From an optimization exercise on the open Yosys and OpenROAD flow, aimed at small area; shortcuts taken in it are not production practice.
Power and IR drop assume default switching activity.

## run 1
Design top, start of the top module:
module top (
    input  logic       clk,
    input  logic       rst,
    input  logic [7:0] data,
    input  logic       BTNC,
    input  logic       BTND,
    input  logic       received,
    output logic       transmitted,
    output logic [7:0] RXBUF,
    output logic [7:0] TXREG
);
    logic tick, push, send;
    clockDiv      div (.clk(clk), .rst(rst), .tick(tick));
    btn_debouncer dbd (.clk(clk), .rst(rst), .tick(tick), .btn(BTND), .pulse(push));
    btn_debouncer dbc (.clk(clk), .rst(rst), .tick(tick), .btn(BTNC), .pulse(send));
    uart_tx transmitter (
        .clk(clk), .rst(rst), .tick(tick), .data(data),
        .push_btn(push), .send_btn(send), .tx(transmitted), .TXREG(TXREG)
    );
    uart_rx receiver (
        .clk(clk), .rst(rst), .tick(tick), .rxd(received), .RXBUF(RXBUF)
    );
endmodule
Size in the first run: about 75 flip-flops, roughly 3000 um2 of cells after synthesis.
==> flow/config.mk <==
export PLATFORM = sky130hd
export DESIGN_NAME = top
export DESIGN_NICKNAME = top
export VERILOG_FILES = /design/flow/design.v
export SDC_FILE = /design/flow/constraint.sdc
export NUM_CORES = 4
export LEC_CHECK = 0
export CAP_MARGIN = 20
export CORE_MARGIN = 2
export CORE_UTILIZATION = 40
export PLACE_DENSITY = 0.6
export SLEW_MARGIN = 20
==> flow/constraint.sdc <==
create_clock -name core_clock -period 10.0 [get_ports {clk}]
set_input_delay 2.0000 -clock core_clock [delete_from_list [all_inputs] [get_ports {clk}]]
set_output_delay 2.0000 -clock core_clock [all_outputs]
set_load 0.01 [all_outputs]
standard.sh (not shown) runs the stock make flow with config.mk's settings and CLKGATE_MAP_FILE= SYNTH_SCRIPT=/design/flow/synth_recipe.tcl, a recipe that flattens the netlist after the stock synthesis.
==> flow/flow/run.sh <==
#!/bin/bash
# Standard ORFS layout with smaller port buffers and a flat clock tree.
export BUFFER_PORTS_ARGS="-buffer_cell sky130_fd_sc_hd__buf_1"
export CTS_ARGS="-sink_clustering_enable -repair_clock_nets -dont_use_dummy_load -buf_list sky130_fd_sc_hd__clkbuf_16 -root_buf sky130_fd_sc_hd__clkbuf_16 -sink_clustering_size 100 -sink_clustering_max_diameter 500"
cp standard.sh standard_copy.sh.txt
bash standard.sh > standard.log 2>&1
Having completed the whole flow, run 1 delivered a layout that passed the timing, DRC and antenna checks.
## Diff of input files: run 2 against run 1
==> flow/run.sh (new file) <==
#!/bin/bash
# synth_recipe.tcl (not shown) runs the flow's synth.tcl, then flattens the netlist and writes it again
# the make line also repeats each setting of config.mk as NAME=value (left out here)
make -C /OpenROAD-flow-scripts/flow DESIGN_CONFIG=/design/flow/config.mk WORK_HOME=/design/flow/orfs CLKGATE_MAP_FILE= SYNTH_SCRIPT=/design/flow/synth_recipe.tcl finish
diff --git a/flow/config.mk b/flow/config.mk
--- a/flow/config.mk
+++ b/flow/config.mk
@@ -10,0 +11,3 @@
+export CTS_BUF_LIST = sky130_fd_sc_hd__clkbuf_4 sky130_fd_sc_hd__clkbuf_8
+export CTS_CLUSTER_DIAMETER = 100
+export CTS_CLUSTER_SIZE = 30
removed: flow/flow/run.sh
removed: flow/standard.sh
--- outcome ---
Looking at arrival time of data at the critical path endpoint, run 2 sits 2770 ps above run 1. There was hardly any difference in number of max-capacitance violations reported between run 1 and run 2. Comparing run 2 and run 1, the lower power in combinational cells was measured on run 1.
The inputs of run 3 differ from those of run 2 as listed below.
diff --git a/flow/config.mk b/flow/config.mk
--- a/flow/config.mk
+++ b/flow/config.mk
@@ -11,3 +10,0 @@
-export CTS_BUF_LIST = sky130_fd_sc_hd__clkbuf_4 sky130_fd_sc_hd__clkbuf_8
-export CTS_CLUSTER_DIAMETER = 100
-export CTS_CLUSTER_SIZE = 30
==> summary.txt <==
Number of distinct standard cells referenced by the synthesized netlist: run 3 vs run 2, no meaningful difference. Sort run 3 and run 2 by utilization asc -> top: run 3. Run 3: switching fraction of total power 0.57 points above run 2. Delta (run 3 minus run 2): worst max-slew margin expressed relative to the limit increased by 0.17 points relative to the old numbers; clock tree skew after final layout closely matched the old numbers; share of total power in the clock network decreased by 1.5 points relative to the old numbers. Diff run 3..run 2 | sequential cell area in the final layout | unchanged. Cmp run 3 and run 2 / area overhead of the layout relative to synthesis / lower: run 3. On maximum operating frequency, run 3 and run 2 are basically level. On routed wire length, run 3 and run 2 are neck and neck.
No run of this note included a check of the RTL's function; only the layout flow was run.

separate check: timing with driven ports:
Ports are ideal in the flow. The routed layouts listed here were re-timed in OpenROAD. Step 1 (the two cells are an assumption about what drives the block):
set clk [get_ports {clk}]
set_driving_cell -lib_cell sky130_fd_sc_hd__clkbuf_16 $clk
set_driving_cell -lib_cell sky130_fd_sc_hd__buf_2 [delete_from_list [all_inputs] $clk]
Step 2 adds t to the input delays and takes it off the output delays; t is the mean of the earliest and latest rising clock arrival at the registers after step 1. Input paths then give back, and output paths get back, about the clock's delay inside the block. Slacks: ideal / step 1 / step 2; pairs: ideal / step 1.
| run | t, ns | setup WS [ns] | worst hold slack (ns) | slew at the worst register clock pin (ns) | worst data-port slew with drivers (ns) |
|---|---|---|---|---|---|
| run 1 | 0.350 | 6.007 / 5.970 / 6.320 | 0.431 / 0.431 / 0.431 | 0.06 / 0.06 | 0.03 |
| run 2 | 0.357 | 5.465 / 5.469 / 5.112 | 0.432 / 0.432 / 0.432 | 0.08 / 0.08 | 0.03 |
| run 3 | 0.358 | 5.468 / 5.473 / 5.115 | 0.433 / 0.433 / 0.433 | 0.08 / 0.08 | 0.03 |
After both steps setup and hold are still met in every run listed.
